Context: an optimization exercise on an open-source flow, tuned for small area, a short achievable clock period and few clock cycles per item. The choices shown serve that exercise and are no tape-out recipe. RTL that was checked went through simulation tests only; none was proved equivalent to the original.

==> flow/design.v (excerpt) <==
module fm_3d_ru_outline_setup (
    clk_core,
    rst_x,
    i_aa_en,
    i_valid,
    o_ack,
    i_vtx0_x,
    i_vtx0_y,
    i_vtx1_x,
    i_vtx1_y,
    i_vtx2_x,
    i_vtx2_y,
    o_valid,
    o_is_first,
    o_is_second,
    o_aa_mode,
    o_idle,
    o_start_x_e0,
    o_start_x_05_e0,
    o_start_y_e0,
    o_end_y_e0,
    o_delta_e0,
    o_delta_t_e0,
    o_delta_a_e0,
    o_start_x_e1,
    o_start_x_05_e1,
    o_start_y_e1,
    o_end_y_e1,
    o_delta_e1,
    o_delta_t_e1,
    o_delta_a_e1,
    o_start_x_e2,
    o_start_x_05_e2,
    o_start_y_e2,
    o_end_y_e2,
    o_delta_e2,
    o_delta_t_e2,
    o_delta_a_e2,
    i_ack
);
==> flow/config.mk <==
export PLATFORM = sky130hd
export DESIGN_NAME = fm_3d_ru_outline_setup
export DESIGN_NICKNAME = fm_3d_ru_outline_setup
export VERILOG_FILES = /design/flow/design.v
export SDC_FILE = /design/flow/constraint.sdc
export NUM_CORES = 4
export LEC_CHECK = 0
export ABC_AREA = 1
export CAP_MARGIN = 20
export CORE_MARGIN = 2
export CORE_UTILIZATION = 40
export PLACE_DENSITY = 0.6
export SETUP_SLACK_MARGIN = 5
export SLEW_MARGIN = 20
==> flow/constraint.sdc <==
create_clock -name core_clock -period 10.0 [get_ports {clk_core}]
set_input_delay 2.0000 -clock core_clock [delete_from_list [all_inputs] [get_ports {clk_core}]]
set_output_delay 2.0000 -clock core_clock [all_outputs]
set_load 0.01 [all_outputs]
standard.sh (not shown) runs the stock make flow with config.mk's settings and CLKGATE_MAP_FILE= SYNTH_SCRIPT=/design/flow/synth_recipe.tcl, a recipe that flattens the netlist after the stock synthesis.
==> flow/flow/run.sh <==
#!/bin/bash
# The standard layout (standard.sh: the standard flow's own synthesis and ORFS steps),
# with plain buf_1 cells as the port buffers instead of the delay buffers
# buffer_ports picks by default. Every port still gets its own buffer.
set -euo pipefail
export BUFFER_PORTS_ARGS="-buffer_cell sky130_fd_sc_hd__buf_1"
bash standard.sh > standard.log 2>&1
The first run finished clean.
Edit:
--- a/flow/config.mk
+++ b/flow/config.mk
@@ -12,3 +12,3 @@
 export PLACE_DENSITY = 0.6
-export SETUP_SLACK_MARGIN = 5
+export SETUP_SLACK_MARGIN = 4.5
 export SLEW_MARGIN = 20
Outcome:
- global-route usage hardly moves
- setup slack is worse by 30 ps
- count of clock-buffer cells in the layout came out higher by 4
No run of this note included a check of the RTL's function; only the layout flow was run.

fm_3d_ru_outline_setup, a different RTL version from the one above (not shown whole).
Size: roughly 6,200 cells after synthesis, about 1,000 flip-flops, about 590 I/O pins.
export LEC_CHECK = 0
export ABC_AREA = 1
export CAP_MARGIN = 20
export CORE_MARGIN = 2
export CORE_UTILIZATION = 40
export PLACE_DENSITY = 0.6
export SETUP_SLACK_MARGIN = 5
export SLEW_MARGIN = 20
create_clock -name core_clock -period 10.0 [get_ports {clk_core}]
run.sh (not shown) runs the stock make flow with config.mk's settings and CLKGATE_MAP_FILE= SYNTH_SCRIPT=/design/flow/synth_recipe.tcl, a recipe that flattens the netlist after the stock synthesis.
Stock flow here: none of the scripts above is used.
Next try:
==> flow/flow/run.sh (new file) <==
#!/bin/bash
# The standard layout (standard.sh: the standard flow's own synthesis and ORFS steps),
# with plain buf_1 cells as the port buffers instead of the delay buffers
# buffer_ports picks by default. Every port still gets its own buffer.
set -euo pipefail
export BUFFER_PORTS_ARGS="-buffer_cell sky130_fd_sc_hd__buf_1"
bash standard.sh > standard.log 2>&1
==> flow/standard.sh (new file) <==
#!/bin/bash
# synth_recipe.tcl (not shown) runs the flow's synth.tcl, then flattens the netlist and writes it again
# the make line also repeats each setting of config.mk as NAME=value (left out here)
make -C /OpenROAD-flow-scripts/flow DESIGN_CONFIG=/design/flow/config.mk WORK_HOME=/design/flow/orfs CLKGATE_MAP_FILE= SYNTH_SCRIPT=/design/flow/synth_recipe.tcl "${@:-finish}"
removed: flow/run.sh
After rerunning: Design area is lower by a few percent. Clock skew is about the same. Die area is unchanged. Core utilization is lower by 2.6 points. Area after synthesis does not change.
No functional check of the RTL was part of any run of this note.

fm_3d_ru_outline_setup, a different RTL version from the one above (not shown whole).
For scale: about 6,300 cells after synthesis, roughly 1,000 flip-flops.
clock: 10.0 ns
lec_check: 0
abc_area: 1
cap_margin: 20
core_margin: 2
core_utilization: 40
cts_buf_list: sky130_fd_sc_hd__clkbuf_4 sky130_fd_sc_hd__clkbuf_8
place_density: 0.6
setup_slack_margin: 4.7
slew_margin: 20
standard.sh (not shown) runs the stock make flow with config.mk's settings and CLKGATE_MAP_FILE= SYNTH_SCRIPT=/design/flow/synth_recipe.tcl, a recipe that flattens the netlist after the stock synthesis.
==> flow/flow/run.sh <==
#!/bin/bash
# The standard layout (standard.sh: the standard flow's own synthesis and ORFS steps),
# with plain buf_1 cells as the port buffers instead of the delay buffers
# buffer_ports picks by default. Every port still gets its own buffer.
set -euo pipefail
export BUFFER_PORTS_ARGS="-buffer_cell sky130_fd_sc_hd__buf_1"
bash standard.sh > standard.log 2>&1
Testbench counts at the start, summed over its fixed seeds: cycles 14,475, triangles 4,800.
==> next run, changes <==
SETUP_SLACK_MARGIN = 5   (was 4.7)
TNS_END_PERCENT = 10   (was default)
Routed wire length decreases by 1.6%.
Die area does not change.
Worst hold slack is better by 12 ps.
Count of clock-buffer cells in the layout decreases by 15.
Critical path depth decreases by 1.
Setup slack is worse by 140 ps.
Area after synthesis does not change.
Via count decreases by 0.49%.
Final area decreases by 0.63%.
==> next run, changes <==
TNS_END_PERCENT = default   (was 10)
Clock-buffer cell count grows by 5.
Synthesized cell count does not change.
Worst setup slack improved by 170 ps.
Area after synthesis does not change.
Utilization goes up by 0.90 points.
Sequential share of layout area falls by 0.81 points.
Non-clock buffer count grows by 67.
Via count grows by 0.92%.
Die area is unchanged.
==> next run, changes <==
SETUP_SLACK_MARGIN = 4.4   (was 5)
The new run completed with no timing, DRC or antenna violations.
Maximum frequency decreases slightly.
Via count came out lower slightly.

-- port drivers added, routing unchanged --
Ports are ideal in the flow. The routed layouts listed here were re-timed in OpenROAD.
Step 1: set_driving_cell puts a clkbuf_16 on clk_core and a buf_2 on each other input, an assumption about the parent block.
Step 2 moves the port delays by t, midway between the first and last clock arrival at a register: inputs arrive t later, outputs are due t later. That takes back most of the time a late clock gives input paths.
a / b / c = ideal / step 1 / step 2; a / b = the first two.
| run | t (ns) | slack for setup (ns) | latest minus earliest clock arrival (ns) | worst register clock-pin slew, ns | worst data-port slew with drivers (ns) |
|---|---|---|---|---|---|
| the first run of note 1 | 0.783 | 4.407 / 4.407 / 4.407 | 0.112 / 0.113 | 0.07 / 0.07 | 0.21 |
| the second run of note 1 | 0.798 | 4.377 / 4.377 / 4.074 | 0.113 / 0.112 | 0.07 / 0.07 | 0.14 |
| the first run of note 2 | 0.796 | 3.049 / 3.049 / 3.049 | 0.100 / 0.099 | 0.07 / 0.07 | 0.18 |
| the second run of note 2 | 0.799 | 3.183 / 3.183 / 3.183 | 0.099 / 0.099 | 0.07 / 0.07 | 0.18 |
| the first run of note 3 | 0.980 | 4.540 / 4.540 / 4.175 | 0.089 / 0.088 | 0.07 / 0.07 | 0.17 |
| the second run of note 3 | 0.962 | 4.403 / 4.403 / 4.196 | 0.081 / 0.081 | 0.08 / 0.08 | 0.13 |
| the third run of note 3 | 0.959 | 4.571 / 4.571 / 4.461 | 0.077 / 0.077 | 0.07 / 0.07 | 0.14 |
| the fourth run of note 3 | 0.979 | 4.466 / 4.466 / 3.931 | 0.081 / 0.082 | 0.07 / 0.07 | 0.15 |
After both steps setup and hold are still met in every run listed. The setup slack of the fourth run of note 3, which loses most, moves by 0.000 ns with the drivers and by -0.535 ns with both steps.
